From an optimization exercise on the open Yosys and OpenROAD flow, aimed at small area; shortcuts taken in it are not production practice.
RTL that was checked went through simulation tests only; none was proved equivalent to the original.
No functional check of the RTL was part of run 2.
Power and IR drop assume default switching activity.

==> flow/design.v, too long to show whole: its modules and the start of the top module <==
// module HandwashSensor: 749 lines
module HandwashSensor(
    input clk,
    input reset,
    input acceptLeftHandDistance,
    input [15:0] leftHandDistance,
    input acceptLeftHandGain,
    input [7:0] leftHandGain,
    input acceptRightHandDistance,
    input [15:0] rightHandDistance,
    input acceptRightHandGain,
    input [7:0] rightHandGain,
    output waterOn
);
  // ...
==> flow/flow/run.sh <==
#!/bin/bash
# Own layout flow: the standard synthesis, then its combinational logic
# is rebuilt as an explicit gate netlist (flow/mulgen.py: the same adder
# tree as the RTL, with inverted partial products so the full adders chain
# without inverters, and carry-selected test flags), then the standard
# layout steps from floorplan to finish, with buf_1 port buffers and a
# clock tree of clkbuf_4/clkbuf_8 without dummy loads.
set -euo pipefail
BOUNDS=11,17
RES=orfs/results/${FLOW_PLATFORM}/HandwashSensor/base
LIB=${FLOW_HOME}/platforms/${FLOW_PLATFORM}/lib/sky130_fd_sc_hd__tt_025C_1v80.lib
YOSYS=$(command -v yosys || echo "${FLOW_HOME}/../tools/install/yosys/bin/yosys")

bash standard.sh synth > 1_standard_synth.log 2>&1
cp "$RES/1_2_yosys.v" standard_netlist.v
python3 flow/mulgen.py net "$BOUNDS" standard_netlist.v net_pre.v > 2_mulgen.log 2>&1
MAP_LIB="$LIB" MAP_IN=net_pre.v MAP_TOP="$FLOW_TOP" MAP_OUT=net_post.v \
  "$YOSYS" -c flow/map.ys.tcl > 3_map_yosys.log 2>&1
cp net_post.v "$RES/1_2_yosys.v"
rm -f "$RES/1_synth.odb" "$RES/1_synth.sdc"
bash standard.sh finish \
  "BUFFER_PORTS_ARGS=-buffer_cell sky130_fd_sc_hd__buf_1" \
  "CTS_ARGS=-sink_clustering_enable -repair_clock_nets -dont_use_dummy_load -buf_list {sky130_fd_sc_hd__clkbuf_4 sky130_fd_sc_hd__clkbuf_8}" \
  > 4_layout.log 2>&1
==> flow/flow/map.ys.tcl <==
# Map the tail logic of the rewritten netlist; cells already instantiated stay as they are.
set lib $::env(MAP_LIB)
yosys read_liberty -lib $lib
yosys read_verilog $::env(MAP_IN)
yosys hierarchy -check -top $::env(MAP_TOP)
yosys proc
yosys opt -fast
yosys techmap
yosys opt -fast
yosys abc -liberty $lib -dont_use sky130_fd_sc_hd__probe_p_8 -dont_use sky130_fd_sc_hd__probec_p_8 -dont_use sky130_fd_sc_hd__lpflow_* -D 7000
yosys scratchpad -set flatten.separator _
yosys flatten
yosys opt_clean -purge
yosys hilomap -singleton -hicell sky130_fd_sc_hd__conb_1 HI -locell sky130_fd_sc_hd__conb_1 LO
yosys splitnets
yosys opt_clean -purge
yosys stat -liberty $lib
yosys check -assert
yosys write_verilog -noattr -nohex -nodec $::env(MAP_OUT)
==> flow/standard.sh <==
#!/bin/bash
# synth_recipe.tcl (not shown) runs the flow's synth.tcl, then flattens the netlist and writes it again
# the make line also repeats each setting of config.mk as NAME=value (left out here)
make -C /OpenROAD-flow-scripts/flow DESIGN_CONFIG=/design/flow/config.mk WORK_HOME=/design/flow/orfs CLKGATE_MAP_FILE= SYNTH_SCRIPT=/design/flow/synth_recipe.tcl "${@:-finish}"
==> flow/config.mk <==
export PLATFORM = sky130hd
export DESIGN_NAME = HandwashSensor
export DESIGN_NICKNAME = HandwashSensor
export VERILOG_FILES = /design/flow/design.v
export SDC_FILE = /design/flow/constraint.sdc
export NUM_CORES = 4
export LEC_CHECK = 0
export CAP_MARGIN = 20
export CORE_MARGIN = 2
export CORE_UTILIZATION = 40
export GPL_TIMING_DRIVEN = 0
export SLEW_MARGIN = 20
==> flow/constraint.sdc <==
create_clock -name core_clock -period 7.0 [get_ports {clk}]
set_input_delay 1.4000 -clock core_clock [delete_from_list [all_inputs] [get_ports {clk}]]
set_output_delay 1.4000 -clock core_clock [all_outputs]
set_load 0.01 [all_outputs]
Not shown: flow/flow/mulgen.py
==> impl_summary.log, run 1 <==
[metrics] critical path peak fanout: 16
[metrics] reg-to-reg slack, setup: 260 ps
[metrics] maximum number of pins on one net before global-route repair: 18
[metrics] first-pass GRT wire length: 29,700 um
[metrics] multi-input gate area in the final layout: 6190 sq um
[metrics] buffer count from post-CTS setup fixing: 0
[metrics] Worst Slack Setup Final: 258 ps
[metrics] mean cell area of the mapped netlist: 10.8 sq um
[metrics] cell depth of the worst flop-to-flop path: 18
[metrics] area enclosed by the die boundary: 19,000 sq um
[metrics] unrepaired setup endpoints after global routing: false
[metrics] non-clock inverter instance count of the final layout: 0
[metrics] critical register-to-register path endpoint: waterOnReg
[metrics] met2 routed WL: 8580 um
[metrics] final hold violation count: 0
[metrics] Worst IR Drop VDD: 0.0000866 V
[metrics] TritonCTS sink count: 49
[metrics] MaxCap Viol Count: 0
[metrics] overall via count from detail_route: 5,297
[metrics] total detailed-routing wirelength: 17,400 um
[metrics] half-perimeter wire length after placement: 13,700 um
[metrics] Clock buffers and inverters, area share: 0.00885
[metrics] startpoint kind of the worst setup timing path: flop
[metrics] combinational cell fraction of total power: 0.314
[metrics] outcome: finished clean
==> run 2, diff against run 1 <==
--- a/flow/design.v
+++ b/flow/design.v
@@ -241,32 +241,32 @@
 wire l_c83 = (l_pp_9_1 & l_pp_10_0) | ((l_pp_9_1 | l_pp_10_0) & l_c65);
 wire l_s84 = l_pp_9_1 ^ l_pp_10_0 ^ l_c65;
 wire l_c85 = (l_c67 & l_s80) | ((l_c67 | l_s80) & l_s82);
 wire l_s86 = l_c67 ^ l_s80 ^ l_s82;
 wire l_c87 = (l_c69 & l_c71) | ((l_c69 | l_c71) & l_s84);
 wire l_s88 = l_c69 ^ l_c71 ^ l_s84;
 wire l_c89 = (l_s86 & l_c73) | ((l_s86 | l_c73) & l_s88);
 wire l_s90 = l_s86 ^ l_c73 ^ l_s88;
-wire l_c91 = (l_c75 & l_s90) | ((l_c75 | l_s90) & l_c77);
-wire l_s92 = l_c75 ^ l_s90 ^ l_c77;
+wire l_c91 = l_c75 & l_s90;
+wire l_s92 = l_c75 ^ l_s90;
 wire l_c93 = (l_pp_4_7 & l_pp_5_6) | ((l_pp_4_7 | l_pp_5_6) & l_pp_6_5);
 wire l_s94 = l_pp_4_7 ^ l_pp_5_6 ^ l_pp_6_5;
 wire l_c95 = (l_pp_7_4 & l_pp_8_3) | ((l_pp_7_4 | l_pp_8_3) & l_pp_9_2);
 wire l_s96 = l_pp_7_4 ^ l_pp_8_3 ^ l_pp_9_2;
 wire l_c97 = (l_pp_10_1 & l_pp_11_0) | ((l_pp_10_1 | l_pp_11_0) & l_c79);
 wire l_s98 = l_pp_10_1 ^ l_pp_11_0 ^ l_c79;
 wire l_c99 = (l_c81 & l_s94) | ((l_c81 | l_s94) & l_s96);
 wire l_s100 = l_c81 ^ l_s94 ^ l_s96;
 wire l_c101 = (l_c83 & l_c85) | ((l_c83 | l_c85) & l_s98);
 wire l_s102 = l_c83 ^ l_c85 ^ l_s98;
 wire l_c103 = (l_s100 & l_c87) | ((l_s100 | l_c87) & l_s102);
 wire l_s104 = l_s100 ^ l_c87 ^ l_s102;
-wire l_c105 = l_c89 & l_s104;
-wire l_s106 = l_c89 ^ l_s104;
+wire l_c105 = (l_c89 & l_s104) | ((l_c89 | l_s104) & l_c91);
+wire l_s106 = l_c89 ^ l_s104 ^ l_c91;
 wire l_c107 = (l_pp_5_7 & l_pp_6_6) | ((l_pp_5_7 | l_pp_6_6) & l_pp_7_5);
 wire l_s108 = l_pp_5_7 ^ l_pp_6_6 ^ l_pp_7_5;
 wire l_c109 = (l_pp_8_4 & l_pp_9_3) | ((l_pp_8_4 | l_pp_9_3) & l_pp_10_2);
 wire l_s110 = l_pp_8_4 ^ l_pp_9_3 ^ l_pp_10_2;
 wire l_c111 = (l_pp_11_1 & l_pp_12_0) | ((l_pp_11_1 | l_pp_12_0) & l_c93);
 wire l_s112 = l_pp_11_1 ^ l_pp_12_0 ^ l_c93;
 wire l_c113 = (l_c95 & l_s108) | ((l_c95 | l_s108) & l_s110);
 wire l_s114 = l_c95 ^ l_s108 ^ l_s110;
@@ -297,18 +297,18 @@
 wire l_c139 = (l_pp_13_1 & l_pp_14_0) | ((l_pp_13_1 | l_pp_14_0) & l_c121);
 wire l_s140 = l_pp_13_1 ^ l_pp_14_0 ^ l_c121;
 wire l_c141 = (l_c123 & l_s136) | ((l_c123 | l_s136) & l_s138);
 wire l_s142 = l_c123 ^ l_s136 ^ l_s138;
 wire l_c143 = (l_c125 & l_c127) | ((l_c125 | l_c127) & l_s140);
 wire l_s144 = l_c125 ^ l_c127 ^ l_s140;
 wire l_c145 = (l_s142 & l_c129) | ((l_s142 | l_c129) & l_s144);
 wire l_s146 = l_s142 ^ l_c129 ^ l_s144;
-wire l_c147 = (l_c131 & l_s146) | ((l_c131 | l_s146) & l_c133);
-wire l_s148 = l_c131 ^ l_s146 ^ l_c133;
+wire l_c147 = l_c131 & l_s146;
+wire l_s148 = l_c131 ^ l_s146;
 wire l_c149 = (l_pp_8_7 & l_pp_9_6) | ((l_pp_8_7 | l_pp_9_6) & l_pp_10_5);
 wire l_s150 = l_pp_8_7 ^ l_pp_9_6 ^ l_pp_10_5;
 wire l_c151 = (l_pp_11_4 & l_pp_12_3) | ((l_pp_11_4 | l_pp_12_3) & l_pp_13_2);
 wire l_s152 = l_pp_11_4 ^ l_pp_12_3 ^ l_pp_13_2;
 wire l_c153 = (l_pp_14_1 & l_pp_15_0) | ((l_pp_14_1 | l_pp_15_0) & l_c135);
 wire l_s154 = l_pp_14_1 ^ l_pp_15_0 ^ l_c135;
 wire l_c155 = (l_c137 & l_s150) | ((l_c137 | l_s150) & l_s152);
 wire l_s156 = l_c137 ^ l_s150 ^ l_s152;
@@ -337,28 +337,28 @@
 wire l_c179 = (l_pp_13_4 & l_pp_14_3) | ((l_pp_13_4 | l_pp_14_3) & l_pp_15_2);
 wire l_s180 = l_pp_13_4 ^ l_pp_14_3 ^ l_pp_15_2;
 wire l_c181 = (l_c163 & l_c165) | ((l_c163 | l_c165) & l_s178);
 wire l_s182 = l_c163 ^ l_c165 ^ l_s178;
 wire l_c183 = (l_s180 & l_c167) | ((l_s180 | l_c167) & l_c169);
 wire l_s184 = l_s180 ^ l_c167 ^ l_c169;
 wire l_c185 = (l_s182 & l_c171) | ((l_s182 | l_c171) & l_s184);
 wire l_s186 = l_s182 ^ l_c171 ^ l_s184;
-wire l_c187 = l_c173 & l_s186;
-wire l_s188 = l_c173 ^ l_s186;
+wire l_c187 = (l_c173 & l_s186) | ((l_c173 | l_s186) & l_c175);
+wire l_s188 = l_c173 ^ l_s186 ^ l_c175;
 wire l_c189 = (l_pp_11_7 & l_pp_12_6) | ((l_pp_11_7 | l_pp_12_6) & l_pp_13_5);
 wire l_s190 = l_pp_11_7 ^ l_pp_12_6 ^ l_pp_13_5;
 wire l_c191 = (l_pp_14_4 & l_pp_15_3) | ((l_pp_14_4 | l_pp_15_3) & l_c177);
 wire l_s192 = l_pp_14_4 ^ l_pp_15_3 ^ l_c177;
 wire l_c193 = (l_c179 & l_s190) | ((l_c179 | l_s190) & l_c181);
 wire l_s194 = l_c179 ^ l_s190 ^ l_c181;
 wire l_c195 = (l_s192 & l_c183) | ((l_s192 | l_c183) & l_s194);
 wire l_s196 = l_s192 ^ l_c183 ^ l_s194;
-wire l_c197 = (l_c185 & l_s196) | ((l_c185 | l_s196) & l_c187);
-wire l_s198 = l_c185 ^ l_s196 ^ l_c187;
+wire l_c197 = l_c185 & l_s196;
+wire l_s198 = l_c185 ^ l_s196;
 wire l_c199 = (l_pp_12_7 & l_pp_13_6) | ((l_pp_12_7 | l_pp_13_6) & l_pp_14_5);
 wire l_s200 = l_pp_12_7 ^ l_pp_13_6 ^ l_pp_14_5;
 wire l_c201 = (l_pp_15_4 & l_c189) | ((l_pp_15_4 | l_c189) & l_s200);
 wire l_s202 = l_pp_15_4 ^ l_c189 ^ l_s200;
 wire l_c203 = (l_c191 & l_s202) | ((l_c191 | l_s202) & l_c193);
 wire l_s204 = l_c191 ^ l_s202 ^ l_c193;
 wire l_c205 = (l_c195 & l_s204) | ((l_c195 | l_s204) & l_c197);
 wire l_s206 = l_c195 ^ l_s204 ^ l_c197;
@@ -368,24 +368,27 @@
 wire l_s210 = l_c199 ^ l_s208 ^ l_c201;
 wire l_c211 = (l_s210 & l_c203) | ((l_s210 | l_c203) & l_c205);
 wire l_s212 = l_s210 ^ l_c203 ^ l_c205;
 wire l_c213 = (l_pp_14_7 & l_pp_15_6) | ((l_pp_14_7 | l_pp_15_6) & l_c207);
 wire l_s214 = l_pp_14_7 ^ l_pp_15_6 ^ l_c207;
 wire l_c215 = (l_s214 & l_c209) | ((l_s214 | l_c209) & l_c211);
 wire l_s216 = l_s214 ^ l_c209 ^ l_c211;
 wire l_s217 = l_pp_15_7 ^ l_c213 ^ l_c215;
-wire [3:0] l_sec0 = {l_s92, l_s78, l_s64, l_s50};
-wire l_cin1 = l_c91;
-wire [6:0] l_sec1_sum = {l_s176, l_s162, l_s148, l_s134, l_s120, l_s106} + l_cin1;
-wire [5:0] l_sec1 = l_sec1_sum[5:0];
-wire l_cin2 = l_c175 | l_sec1_sum[6];
-wire [6:0] l_sec2_sum = {l_s217, l_s216, l_s212, l_s206, l_s198, l_s188} + l_cin2;
-wire [5:0] l_sec2 = l_sec2_sum[5:0];
-wire [15:0] lHand = {l_sec2, l_sec1, l_sec0};
+wire [2:0] l_sec0 = {l_s78, l_s64, l_s50};
+wire l_cin1 = l_c77;
+wire [4:0] l_sec1_sum = {l_s134, l_s120, l_s106, l_s92} + l_cin1;
+wire [3:0] l_sec1 = l_sec1_sum[3:0];
+wire l_cin2 = l_c133 | l_sec1_sum[4];
+wire [4:0] l_sec2_sum = {l_s188, l_s176, l_s162, l_s148} + l_cin2;
+wire [3:0] l_sec2 = l_sec2_sum[3:0];
+wire l_cin3 = l_c187 | l_sec2_sum[4];
+wire [5:0] l_sec3_sum = {l_s217, l_s216, l_s212, l_s206, l_s198} + l_cin3;
+wire [4:0] l_sec3 = l_sec3_sum[4:0];
+wire [15:0] lHand = {l_sec3, l_sec2, l_sec1, l_sec0};
 wire l_nonZero = lHand != 16'd0;
 wire l_belowThreshold = lHand < 16'd1500;
 wire r_pp_0_0 = rightHandDistanceHeld[0] & rightHandGainHeld[0];
 wire r_pp_0_1 = rightHandDistanceHeld[0] & rightHandGainHeld[1];
 wire r_pp_0_2 = rightHandDistanceHeld[0] & rightHandGainHeld[2];
 wire r_pp_0_3 = rightHandDistanceHeld[0] & rightHandGainHeld[3];
 wire r_pp_0_4 = rightHandDistanceHeld[0] & rightHandGainHeld[4];
 wire r_pp_0_5 = rightHandDistanceHeld[0] & rightHandGainHeld[5];
@@ -596,32 +599,32 @@
 wire r_c83 = (r_pp_9_1 & r_pp_10_0) | ((r_pp_9_1 | r_pp_10_0) & r_c65);
 wire r_s84 = r_pp_9_1 ^ r_pp_10_0 ^ r_c65;
 wire r_c85 = (r_c67 & r_s80) | ((r_c67 | r_s80) & r_s82);
 wire r_s86 = r_c67 ^ r_s80 ^ r_s82;
 wire r_c87 = (r_c69 & r_c71) | ((r_c69 | r_c71) & r_s84);
 wire r_s88 = r_c69 ^ r_c71 ^ r_s84;
 wire r_c89 = (r_s86 & r_c73) | ((r_s86 | r_c73) & r_s88);
 wire r_s90 = r_s86 ^ r_c73 ^ r_s88;
-wire r_c91 = (r_c75 & r_s90) | ((r_c75 | r_s90) & r_c77);
-wire r_s92 = r_c75 ^ r_s90 ^ r_c77;
+wire r_c91 = r_c75 & r_s90;
+wire r_s92 = r_c75 ^ r_s90;
 wire r_c93 = (r_pp_4_7 & r_pp_5_6) | ((r_pp_4_7 | r_pp_5_6) & r_pp_6_5);
 wire r_s94 = r_pp_4_7 ^ r_pp_5_6 ^ r_pp_6_5;
 wire r_c95 = (r_pp_7_4 & r_pp_8_3) | ((r_pp_7_4 | r_pp_8_3) & r_pp_9_2);
 wire r_s96 = r_pp_7_4 ^ r_pp_8_3 ^ r_pp_9_2;
 wire r_c97 = (r_pp_10_1 & r_pp_11_0) | ((r_pp_10_1 | r_pp_11_0) & r_c79);
 wire r_s98 = r_pp_10_1 ^ r_pp_11_0 ^ r_c79;
 wire r_c99 = (r_c81 & r_s94) | ((r_c81 | r_s94) & r_s96);
 wire r_s100 = r_c81 ^ r_s94 ^ r_s96;
 wire r_c101 = (r_c83 & r_c85) | ((r_c83 | r_c85) & r_s98);
 wire r_s102 = r_c83 ^ r_c85 ^ r_s98;
 wire r_c103 = (r_s100 & r_c87) | ((r_s100 | r_c87) & r_s102);
 wire r_s104 = r_s100 ^ r_c87 ^ r_s102;
-wire r_c105 = r_c89 & r_s104;
-wire r_s106 = r_c89 ^ r_s104;
+wire r_c105 = (r_c89 & r_s104) | ((r_c89 | r_s104) & r_c91);
+wire r_s106 = r_c89 ^ r_s104 ^ r_c91;
 wire r_c107 = (r_pp_5_7 & r_pp_6_6) | ((r_pp_5_7 | r_pp_6_6) & r_pp_7_5);
 wire r_s108 = r_pp_5_7 ^ r_pp_6_6 ^ r_pp_7_5;
 wire r_c109 = (r_pp_8_4 & r_pp_9_3) | ((r_pp_8_4 | r_pp_9_3) & r_pp_10_2);
 wire r_s110 = r_pp_8_4 ^ r_pp_9_3 ^ r_pp_10_2;
 wire r_c111 = (r_pp_11_1 & r_pp_12_0) | ((r_pp_11_1 | r_pp_12_0) & r_c93);
 wire r_s112 = r_pp_11_1 ^ r_pp_12_0 ^ r_c93;
 wire r_c113 = (r_c95 & r_s108) | ((r_c95 | r_s108) & r_s110);
 wire r_s114 = r_c95 ^ r_s108 ^ r_s110;
@@ -652,18 +655,18 @@
 wire r_c139 = (r_pp_13_1 & r_pp_14_0) | ((r_pp_13_1 | r_pp_14_0) & r_c121);
 wire r_s140 = r_pp_13_1 ^ r_pp_14_0 ^ r_c121;
 wire r_c141 = (r_c123 & r_s136) | ((r_c123 | r_s136) & r_s138);
 wire r_s142 = r_c123 ^ r_s136 ^ r_s138;
 wire r_c143 = (r_c125 & r_c127) | ((r_c125 | r_c127) & r_s140);
 wire r_s144 = r_c125 ^ r_c127 ^ r_s140;
 wire r_c145 = (r_s142 & r_c129) | ((r_s142 | r_c129) & r_s144);
 wire r_s146 = r_s142 ^ r_c129 ^ r_s144;
-wire r_c147 = (r_c131 & r_s146) | ((r_c131 | r_s146) & r_c133);
-wire r_s148 = r_c131 ^ r_s146 ^ r_c133;
+wire r_c147 = r_c131 & r_s146;
+wire r_s148 = r_c131 ^ r_s146;
 wire r_c149 = (r_pp_8_7 & r_pp_9_6) | ((r_pp_8_7 | r_pp_9_6) & r_pp_10_5);
 wire r_s150 = r_pp_8_7 ^ r_pp_9_6 ^ r_pp_10_5;
 wire r_c151 = (r_pp_11_4 & r_pp_12_3) | ((r_pp_11_4 | r_pp_12_3) & r_pp_13_2);
 wire r_s152 = r_pp_11_4 ^ r_pp_12_3 ^ r_pp_13_2;
 wire r_c153 = (r_pp_14_1 & r_pp_15_0) | ((r_pp_14_1 | r_pp_15_0) & r_c135);
 wire r_s154 = r_pp_14_1 ^ r_pp_15_0 ^ r_c135;
 wire r_c155 = (r_c137 & r_s150) | ((r_c137 | r_s150) & r_s152);
 wire r_s156 = r_c137 ^ r_s150 ^ r_s152;
@@ -692,28 +695,28 @@
 wire r_c179 = (r_pp_13_4 & r_pp_14_3) | ((r_pp_13_4 | r_pp_14_3) & r_pp_15_2);
 wire r_s180 = r_pp_13_4 ^ r_pp_14_3 ^ r_pp_15_2;
 wire r_c181 = (r_c163 & r_c165) | ((r_c163 | r_c165) & r_s178);
 wire r_s182 = r_c163 ^ r_c165 ^ r_s178;
 wire r_c183 = (r_s180 & r_c167) | ((r_s180 | r_c167) & r_c169);
 wire r_s184 = r_s180 ^ r_c167 ^ r_c169;
 wire r_c185 = (r_s182 & r_c171) | ((r_s182 | r_c171) & r_s184);
 wire r_s186 = r_s182 ^ r_c171 ^ r_s184;
-wire r_c187 = r_c173 & r_s186;
-wire r_s188 = r_c173 ^ r_s186;
+wire r_c187 = (r_c173 & r_s186) | ((r_c173 | r_s186) & r_c175);
+wire r_s188 = r_c173 ^ r_s186 ^ r_c175;
 wire r_c189 = (r_pp_11_7 & r_pp_12_6) | ((r_pp_11_7 | r_pp_12_6) & r_pp_13_5);
 wire r_s190 = r_pp_11_7 ^ r_pp_12_6 ^ r_pp_13_5;
 wire r_c191 = (r_pp_14_4 & r_pp_15_3) | ((r_pp_14_4 | r_pp_15_3) & r_c177);
 wire r_s192 = r_pp_14_4 ^ r_pp_15_3 ^ r_c177;
 wire r_c193 = (r_c179 & r_s190) | ((r_c179 | r_s190) & r_c181);
 wire r_s194 = r_c179 ^ r_s190 ^ r_c181;
 wire r_c195 = (r_s192 & r_c183) | ((r_s192 | r_c183) & r_s194);
 wire r_s196 = r_s192 ^ r_c183 ^ r_s194;
-wire r_c197 = (r_c185 & r_s196) | ((r_c185 | r_s196) & r_c187);
-wire r_s198 = r_c185 ^ r_s196 ^ r_c187;
+wire r_c197 = r_c185 & r_s196;
+wire r_s198 = r_c185 ^ r_s196;
 wire r_c199 = (r_pp_12_7 & r_pp_13_6) | ((r_pp_12_7 | r_pp_13_6) & r_pp_14_5);
 wire r_s200 = r_pp_12_7 ^ r_pp_13_6 ^ r_pp_14_5;
 wire r_c201 = (r_pp_15_4 & r_c189) | ((r_pp_15_4 | r_c189) & r_s200);
 wire r_s202 = r_pp_15_4 ^ r_c189 ^ r_s200;
 wire r_c203 = (r_c191 & r_s202) | ((r_c191 | r_s202) & r_c193);
 wire r_s204 = r_c191 ^ r_s202 ^ r_c193;
 wire r_c205 = (r_c195 & r_s204) | ((r_c195 | r_s204) & r_c197);
 wire r_s206 = r_c195 ^ r_s204 ^ r_c197;
@@ -723,24 +726,27 @@
 wire r_s210 = r_c199 ^ r_s208 ^ r_c201;
 wire r_c211 = (r_s210 & r_c203) | ((r_s210 | r_c203) & r_c205);
 wire r_s212 = r_s210 ^ r_c203 ^ r_c205;
 wire r_c213 = (r_pp_14_7 & r_pp_15_6) | ((r_pp_14_7 | r_pp_15_6) & r_c207);
 wire r_s214 = r_pp_14_7 ^ r_pp_15_6 ^ r_c207;
 wire r_c215 = (r_s214 & r_c209) | ((r_s214 | r_c209) & r_c211);
 wire r_s216 = r_s214 ^ r_c209 ^ r_c211;
 wire r_s217 = r_pp_15_7 ^ r_c213 ^ r_c215;
-wire [3:0] r_sec0 = {r_s92, r_s78, r_s64, r_s50};
-wire r_cin1 = r_c91;
-wire [6:0] r_sec1_sum = {r_s176, r_s162, r_s148, r_s134, r_s120, r_s106} + r_cin1;
-wire [5:0] r_sec1 = r_sec1_sum[5:0];
-wire r_cin2 = r_c175 | r_sec1_sum[6];
-wire [6:0] r_sec2_sum = {r_s217, r_s216, r_s212, r_s206, r_s198, r_s188} + r_cin2;
-wire [5:0] r_sec2 = r_sec2_sum[5:0];
-wire [15:0] rHand = {r_sec2, r_sec1, r_sec0};
+wire [2:0] r_sec0 = {r_s78, r_s64, r_s50};
+wire r_cin1 = r_c77;
+wire [4:0] r_sec1_sum = {r_s134, r_s120, r_s106, r_s92} + r_cin1;
+wire [3:0] r_sec1 = r_sec1_sum[3:0];
+wire r_cin2 = r_c133 | r_sec1_sum[4];
+wire [4:0] r_sec2_sum = {r_s188, r_s176, r_s162, r_s148} + r_cin2;
+wire [3:0] r_sec2 = r_sec2_sum[3:0];
+wire r_cin3 = r_c187 | r_sec2_sum[4];
+wire [5:0] r_sec3_sum = {r_s217, r_s216, r_s212, r_s206, r_s198} + r_cin3;
+wire [4:0] r_sec3 = r_sec3_sum[4:0];
+wire [15:0] rHand = {r_sec3, r_sec2, r_sec1, r_sec0};
 wire r_nonZero = rHand != 16'd0;
 wire r_belowThreshold = rHand < 16'd1500;
 reg waterOnReg;
 always @(posedge clk) begin
     if (reset)
         waterOnReg <= 1'b0;
     else
         waterOnReg <= l_nonZero & r_nonZero & (l_belowThreshold | r_belowThreshold);
--- a/flow/flow/run.sh
+++ b/flow/flow/run.sh
@@ -1,17 +1,17 @@
 #!/bin/bash
 # Own layout flow: the standard synthesis, then its combinational logic
 # is rebuilt as an explicit gate netlist (flow/mulgen.py: the same adder
 # tree as the RTL, with inverted partial products so the full adders chain
 # without inverters, and carry-selected test flags), then the standard
 # layout steps from floorplan to finish, with buf_1 port buffers and a
 # clock tree of clkbuf_4/clkbuf_8 without dummy loads.
 set -euo pipefail
-BOUNDS=11,17
+BOUNDS=10,14,18
 RES=orfs/results/${FLOW_PLATFORM}/HandwashSensor/base
 LIB=${FLOW_HOME}/platforms/${FLOW_PLATFORM}/lib/sky130_fd_sc_hd__tt_025C_1v80.lib
 YOSYS=$(command -v yosys || echo "${FLOW_HOME}/../tools/install/yosys/bin/yosys")
 
 bash standard.sh synth > 1_standard_synth.log 2>&1
 cp "$RES/1_2_yosys.v" standard_netlist.v
 python3 flow/mulgen.py net "$BOUNDS" standard_netlist.v net_pre.v > 2_mulgen.log 2>&1
 MAP_LIB="$LIB" MAP_IN=net_pre.v MAP_TOP="$FLOW_TOP" MAP_OUT=net_post.v \
==> flow/flow/map.ys.tcl (replaced) <==
# Map the tail logic of the rewritten netlist; cells already instantiated stay as they are.
set lib $::env(MAP_LIB)
yosys read_liberty -lib $lib
yosys read_verilog $::env(MAP_IN)
yosys hierarchy -check -top $::env(MAP_TOP)
yosys proc
yosys opt -fast
yosys techmap
yosys opt -fast
yosys abc -liberty $lib -dont_use sky130_fd_sc_hd__probe_p_8 -dont_use sky130_fd_sc_hd__probec_p_8 -dont_use sky130_fd_sc_hd__lpflow_* -D 100 mgcar_*
yosys abc -liberty $lib -dont_use sky130_fd_sc_hd__probe_p_8 -dont_use sky130_fd_sc_hd__probec_p_8 -dont_use sky130_fd_sc_hd__lpflow_* -D 7000 $::env(MAP_TOP) mgfin_*
yosys scratchpad -set flatten.separator _
yosys flatten
yosys opt_clean -purge
yosys hilomap -singleton -hicell sky130_fd_sc_hd__conb_1 HI -locell sky130_fd_sc_hd__conb_1 LO
yosys splitnets
yosys opt_clean -purge
yosys stat -liberty $lib
yosys check -assert
yosys write_verilog -noattr -nohex -nodec $::env(MAP_OUT)
--- a/flow/flow/mulgen.py
+++ b/flow/flow/mulgen.py
@@ -161,102 +161,104 @@
         self.wires.add(w)
         return w
 
     def named(self, w):
         self.wires.add(w)
         return w
 
 
-def net_tail(N, p, bounds, final, cuts, pol, early, fin):
+def net_tail(N, p, bounds, final, cuts, pol, early, fin, cars, carinst):
     """Test flags of one hand.  early: assigns of constant comparisons on
     each section's carry-free sum (mapped by ABC, off the critical path);
     explicit cells for the carry recurrence and the carry-selected flags;
     fin: the last combination, mapped by ABC in a module of its own."""
     secs = sections(bounds)
 
     def sig(x):
         net, inv = pol[x]
         return f"~{net}" if inv else net
     carry = None        # (net, inverted) carry into the current section
     fins = []           # per section: (Z, L, E) net names, or None for constant
+    flags, muxes = {}, {}
     for j, (a, w, k) in enumerate(secs):
         S = N.named(f"{p}_s{j}")
         bits = [sig(final[c][1]) for c in range(a, a + w)]
         early.append(f"wire [{w-1}:0] {S} = {{{', '.join(reversed(bits))}}};")
         all1 = (1 << w) - 1
 
         def flag(name, expr):
-            n = N.named(f"{p}_{name}{j}")
-            early.append(f"assign {n} = {expr};")
-            return n
+            if expr not in flags:
+                n = N.named(f"{p}_{name}{j}")
+                early.append(f"assign {n} = {expr};")
+                flags[expr] = n
+            return flags[expr]
         if j == 0:
             z = flag("Z", f"{S} == {w}'d0")
             l = flag("L", f"{S} < {w}'d{k}") if k else None
             e = flag("E", f"{S} == {w}'d{k}") if k else z
         else:
             z0 = flag("Za", f"{S} == {w}'d0")
             z1 = flag("Zb", f"{S} == {w}'d{all1}")
             if k:
                 l0 = flag("La", f"{S} < {w}'d{k}")
                 l1 = flag("Lb", f"({S} < {w}'d{k-1})" + (f" | ({S} == {w}'d{all1})"))
                 e0 = flag("Ea", f"{S} == {w}'d{k}")
                 e1 = flag("Eb", f"{S} == {w}'d{k-1}")
             cnet, cinv = carry
 
             def mux(f0, f1, name):
-                o = N.named(f"{p}_{name}{j}")
                 if cinv:
                     f0, f1 = f1, f0
-                N.cell("mux2_1", {"A0": f0, "A1": f1, "S": cnet, "X": o})
-                return o
+                key = (f0, f1, cnet)
+                if key not in muxes:
+                    o = N.named(f"{p}_{name}{j}")
+                    N.cell("mux2_1", {"A0": f0, "A1": f1, "S": cnet, "X": o})
+                    muxes[key] = o
+                return muxes[key]
             z = mux(z0, z1, "Z")
             if k:
                 l = mux(l0, l1, "L")
                 e = mux(e0, e1, "E")
             else:
                 l, e = None, z
         fins.append((z, l, e))
         # carry out of this section
         if a + w < 23:
             co_net, co_inv = pol_or(cuts[a + w][1], pol)
             if j == 0:
                 carry = (co_net, co_inv)
             else:
-                # c_next = cout0 | (c & allones)
-                A = flag("A", f"{S} == {w}'d{all1}")
-                nc = N.named(f"{p}_c{j+1}")
+                # c_next = cout0 | (c & all bits of the section's sum set),
+                # in a module of its own that ABC maps for speed
                 cnet, cinv = carry
-                if not cinv and not co_inv:
-                    N.cell("a21o_1", {"A1": cnet, "A2": A, "B1": co_net, "X": nc})
-                    carry = (nc, False)
-                elif cinv and co_inv:
-                    # ~c_next = ~cout0 & (~c | ~A)
-                    An = flag("An", f"~({S} == {w}'d{all1})")
-                    N.cell("o21a_1", {"A1": cnet, "A2": An, "B1": co_net, "X": nc})
-                    carry = (nc, True)
-                else:
-                    # mixed polarity: let one inverter fix the carry in
-                    t = N.wire("ci")
-                    N.cell("inv_1", {"A": cnet, "Y": t})
-                    cnet = t
-                    cinv = not cinv
-                    if not cinv:
-                        N.cell("a21o_1", {"A1": cnet, "A2": A, "B1": co_net, "X": nc})
-                        carry = (nc, False)
-                    else:
-                        An = flag("An", f"~({S} == {w}'d{all1})")
-                        N.cell("o21a_1", {"A1": cnet, "A2": An, "B1": co_net, "X": nc})
-                        carry = (nc, True)
+                nc = N.named(f"{p}_c{j+1}")
+                ins = [("ci", cnet, cinv), ("co", co_net, co_inv)] + \
+                      [(f"b{i}",) + pol[final[c][1]] for i, c in enumerate(range(a, a + w))]
+                expr = lambda n, v: f"~{n}" if v else n
+                body = " & ".join(expr(x[0], x[2]) for x in ins[2:])
+                cars.append(
+                    f"module mgcar_{p}{j}({', '.join(x[0] for x in ins)}, c);\n"
+                    f"  input {', '.join(x[0] for x in ins)};\n  output c;\n"
+                    f"  assign c = {expr('co', co_inv)} | ({expr('ci', cinv)} & {body});\n"
+                    f"endmodule\n")
+                pl = ", ".join(f".{x[0]}({x[1]})" for x in ins)
+                carinst.append(f"  mgcar_{p}{j} mgcar_{p}{j}_u ({pl}, .c({nc}));")
+                carry = (nc, False)
     # LT = L_top | E_top & (L_.. | E_.. & (...))
     lt = "1'b0"
     for z, l, e in fins:
         lt = f"({l} | ({e} & {lt}))" if l else f"({e} & {lt})"
     nz = " & ".join(z for z, _, _ in fins)
-    fin.append((p, [x for f in fins for x in f if x], lt, f"~({nz})"))
+    ins = []
+    for f in fins:
+        for x in f:
+            if x and x not in ins:
+                ins.append(x)
+    fin.append((p, ins, lt, f"~({nz})"))
 
 
 def pol_or(x, pol):
     return pol[x]
 
 
 def emit_net(bounds, std_netlist, out):
     """Rewrite the standard netlist: keep its ports and flip-flops, and
@@ -281,17 +283,17 @@
     for acc, inp, held, w in groups:
         load, keep = N.wire("load"), N.wire("keep")
         N.cell("nor2b_1", {"A": "reset", "B_N": acc, "Y": load})
         N.cell("nor2_1", {"A": acc, "B": "reset", "Y": keep})
         for i in range(w):
             b = f"{held}[{i}]"
             N.cell("a22o_1", {"A1": load, "A2": f"{inp}[{i}]", "B1": keep,
                               "B2": regs[b][2]["Q"], "X": dnet[b]})
-    early, fin = [], []
+    early, fin, cars, carinst = [], [], [], []
     for p, d, g in HANDS:
         ops, final, cuts = build(p, bounds)
         pol = {}    # signal -> (net, inverted)
         qd = [regs[f"{d}[{i}]"][2]["Q"] for i in range(16)]
         qg = [regs[f"{g}[{j}]"][2]["Q"] for j in range(8)]
         for i in range(16):
             for j in range(8):
                 n = N.wire(f"{p}pp")
@@ -344,17 +346,17 @@
                     if co:
                         nc = N.wire("c")
                         N.cell("or2_1", {"A": a, "B": b, "X": nc})
                         pol[co] = (nc, True)
                     if s:
                         ns = N.wire("s")
                         N.cell("xnor2_1", {"A": a, "B": b, "Y": ns})
                         pol[s] = (ns, True)
-        net_tail(N, p, bounds, final, cuts, pol, early, fin)
+        net_tail(N, p, bounds, final, cuts, pol, early, fin, cars, carinst)
     # final combination per hand in its own module (mapped by ABC apart)
     mods = []
     for p, ins, lt, nz in fin:
         mods.append(f"module mgfin_{p}({', '.join(ins)}, lt, nz);\n"
                     f"  input {', '.join(ins)};\n  output lt, nz;\n"
                     f"  assign lt = {lt};\n  assign nz = {nz};\nendmodule\n")
         N.cell_inst = None
     insts = []
@@ -377,19 +379,20 @@
     for v in sorted(N.wires | set(dnet.values())):
         if not re.match(r"[lr]_s\d+$", v):
             lines.append(f"  wire {v};")
     for base, (typ, name, pins) in regs.items():
         q = pins["Q"] + (" " if pins["Q"].startswith("\\") else "")
         lines.append(f"  {typ} {name} (.CLK({pins['CLK']}), .D({dnet[base]}), .Q({q}));")
     lines += N.cells
     lines += insts
+    lines += carinst
     lines += ["  " + x for x in early]
     lines.append("endmodule")
-    open(out, "w").write("\n".join(lines) + "\n\n" + "\n".join(mods))
+    open(out, "w").write("\n".join(lines) + "\n\n" + "\n".join(mods + cars))
 
 
 if __name__ == "__main__":
     cmd, bnd = sys.argv[1], [int(x) for x in sys.argv[2].split(",")]
     if cmd == "rtl":
         emit_rtl(bnd, sys.argv[3], sys.argv[4])
     else:
         emit_net(bnd, sys.argv[3], sys.argv[4])
==> run 2 against run 1 <==
Sequential cell count stayed put. Register-to-register slack better by 50 ps. Non-clock buffer count increased by 7. Combinational power hardly changed. Still clean on timing, DRC and antenna.
==> impl_summary.log, run 2 <==
[metrics] number of levels the H-tree was split into: 2
[metrics] height of the die: 138 um
[metrics] Worst IR Drop VDD: 0.0000788 V (-9.0%)
[metrics] power density over cell area: 94.0 nW/um^2
[metrics] pre-CTS setup slack: -439 ps
[metrics] largest registers in the final layout: leftHandDistanceHeld: 16 flops, rightHandDistanceHeld: 16 flops
[metrics] combined flip-flop and latch cell area: 1050 sq um
[metrics] most crowded layer after global routing: met2
[metrics] total detailed-routing wirelength: 17,000 um (-2.7%)
[metrics] Leakage Power: 1.48 nW
[metrics] mean number of vias per cell: 5.49
[metrics] unrepaired setup endpoints after global routing: false
[metrics] overall overflow remaining after global route: 0
[metrics] pin slew with the least headroom to its limit: 962 ps
[metrics] number of fill cells in the layout: 1,709
[metrics] share of cells above drive strength 1: 0.0607
[metrics] instance count along the most critical hold path: 1
[metrics] post-synthesis instance total: 673
[metrics] initial antenna violation count: 0
[metrics] number of buffers created by CTS: 5
[metrics] highest achievable clock rate: 149 MHz
[metrics] startpoint kind of the worst setup timing path: flop
[metrics] final std cells w/o fill: 970
[metrics] outcome: finished clean
[metrics] number of diodes added for antenna fixing: 0
[metrics] cts hold-fix bufs: 0
[metrics] met2 Usage GRT: 0.327
[metrics] kind of capture point of the worst setup path: flop
[metrics] overall via count from detail_route: 5,324 (+0.51%)
[metrics] weighted congestion at the end of routability-driven global placement: 0.797
[metrics] total nets after synthesis: 927
[metrics] Placed Area: 7710 sq um
[metrics] clock slew at reported path FFs: 90 ps
[metrics] half-perimeter wire length after placement: 13,500 um (-1.1%)
[metrics] die extent in x: 138 um
[metrics] clock tree root buffer cell: sky130_fd_sc_hd__clkbuf_8
[metrics] Core ar.: 17,800 sq um
[metrics] Final Cycle Share: 0.956
[metrics] crit path DAT: 6900 ps
[metrics] end-of-flow core utilization: 0.444
[metrics] delay of the slowest critical-path stage: 570 ps
[metrics] Final Critical Period: 6690 ps
[metrics] MaxCap Viol Count: 0 (unchanged)
[metrics] DR pass1 iterations: 6
[metrics] multi-input gate area in the final layout: 6250 sq um (+1.0%)
[metrics] clock tree from TritonCTS: yes
[metrics] Max Root-Sink Buffers: 2
[metrics] final hold violation count: 0 (unchanged)
[metrics] most common cell after layout, fill and taps aside: sky130_fd_sc_hd__nand2_1
[metrics] Clock Skew: 18.1 ps
[metrics] Crit-path slowest cell: sky130_fd_sc_hd__or4_1
[metrics] maximum number of pins on one net before global-route repair: 18 (unchanged)
[metrics] mean cell area of the mapped netlist: 10.7 sq um (-0.31%)
[metrics] WL per Instance: 17.5 um
[metrics] worst hold-check slack: 568 ps
[metrics] path category of the worst min-delay check: reg -> reg
[metrics] library cell appearing most often on the critical path: sky130_fd_sc_hd__fa_1
[metrics] met3 GRT Util: 0.0322
[metrics] first-pass GRT wire length: 29,100 um (-1.9%)
[metrics] Starting Density: 0.404
[metrics] number of slew-limit violations in the final report: 0
[metrics] max-slew headroom at the worst pin: 0.357
[metrics] final cell area excluding filler cells: 7930 sq um
[metrics] summed instance area of the synthesized netlist: 7210 sq um
[metrics] Setup Crit Path Kind: reg -> reg
[metrics] critical path peak fanout: 17 (+1)
[metrics] cell depth of the worst flop-to-flop path: 17 (-1)
[metrics] vias in the first global route: 5,942
[metrics] count of port buffers added during placement: 54
[metrics] final-stage net count: 997
[metrics] leading cell types in the layout, fill and taps excluded: sky130_fd_sc_hd__nand2_1, sky130_fd_sc_hd__fa_1, sky130_fd_sc_hd__buf_1
[metrics] met1 capacity usage during global routing: 0.239
[metrics] Worst-Skew Late Latency: 320 ps
[metrics] number of DRC markers in iteration 0: 291
[metrics] area enclosed by the die boundary: 19,100 sq um (+0.71%)
[metrics] cell-by-cell listing of the critical path: nand2_1, fa_1, fa_1, fa_1, fa_1, or2_1, fa_1, fa_1, fa_1, or4_1, o21ai_2, or4b_1, o21ai_0, mux2_1, nor2b_1, or2_1, and4b_1
[metrics] Setup Viol. Count Final: 0
[metrics] area growth from synthesis to layout: 9.90%
[metrics] required time of the worst setup path: 7210 ps
[metrics] Routed Antenna Nets: 0
[metrics] Worst Slack Setup Final: 307 ps (+49.3 ps)
[metrics] residual DRC count: 0
[metrics] boundary pin count: 55
[metrics] total of warnings raised by yosys: 1
[metrics] TritonCTS sink count: 49 (unchanged)
[metrics] total number of placement rows: 49
[metrics] reg-to-reg slack, setup: 310 ps (+50 ps)
[metrics] GRT Resource Usage Total: 0.186
[metrics] post-placement cell count: 956
[run 2: cell types whose count changed in the layout (fill, tap and decap cells not counted), sizes merged, moves of 3 or more]
| cell | before | now |
|---|---|---|
| buf | 56 | 63 |
| nand2 | 262 | 256 |
| nand3 | 8 | 2 |
| a21oi | 0 | 5 |
| o21ai | 0 | 4 |
| o31ai | 4 | 0 |
| and2 | 0 | 3 |
| nor4b | 1 | 4 |
| or2 | 23 | 26 |
[run 2: per-layer routing]
layer | wire [um] | part of all wire
met1 | 7020 | 0.41
met2 | 8840 | 0.52
met3 | 817 | 0.048
met4 | 302 | 0.018
met5 | 0 | 0
[run 2: through the flow]
step           power, W  setup TNS (ps)
6_report       0.000745               0
5_1_grt        0.000805               0
4_1_cts        0.000752               0
3_5_place_dp   0.000597            -439
3_3_place_gp   0.000585            -331
2_1_floorplan  0.000514               0
[run 2: what timing repair did]
item	in CTS	in global routing
gates resized for setup	19	27
setup endpoints to repair	1	1
buffers inserted	0	9
[run 2: report_power, final]
group	internal (W)	switching (W)	leakage (nW)
clock network	0.0000645	0.0000877	0.0359
logic	0.000112	0.000127	1.03
registers	0.000296	0.0000572	0.418
[run 2: final cells by class]
type | instances | area share
Sequential cell | 49 | 0.132
Clock buffer | 5 | 0.00868
Timing Repair Buffer | 63 | 0.0341
Multi-Input combinational cell | 624 | 0.789
Tap cell | 229 | 0.0361
[run 2: worst max-delay path: cells and delay by family (launching register included)]
family | cells | cell delay [ps]
multiplexers | 1 | 390
flip-flops | 1 | 560
adder cells (fa/ha/maj) | 7 | 3240
AO/OA/AOI/OAI | 2 | 430
AND/OR/NAND/NOR | 7 | 1960
[run 2: worst paths after layout]
kind,startpoint,endpoint
max,rightHandGainHeld[6],waterOnReg
min,leftHandDistanceHeld[0],leftHandDistanceHeld[0]
max reg2reg,rightHandGainHeld[6],waterOnReg
min reg2reg,leftHandDistanceHeld[0],leftHandDistanceHeld[0]

[port drivers added, routing unchanged]
Ports are ideal in the flow. The routed layouts listed here were re-timed in OpenROAD.
Step 1: set_driving_cell puts a clkbuf_16 on clk and a buf_2 on each other input, an assumption about the parent block.
Step 2, shift: input delay + t, output delay - t, t = (earliest + latest rising clock arrival at the registers) / 2. This alone moves slack from input paths to output paths.
a / b / c = no drivers / after step 1 / after step 2; a / b = the first two.
run	t (ns)	setup WS [ns]	worst setup path at the end
run 1	0.351	0.258 / 0.258 / 0.258	register to register
run 2	0.343	0.307 / 0.307 / 0.307	register to register
After both steps every run listed still meets setup and hold.
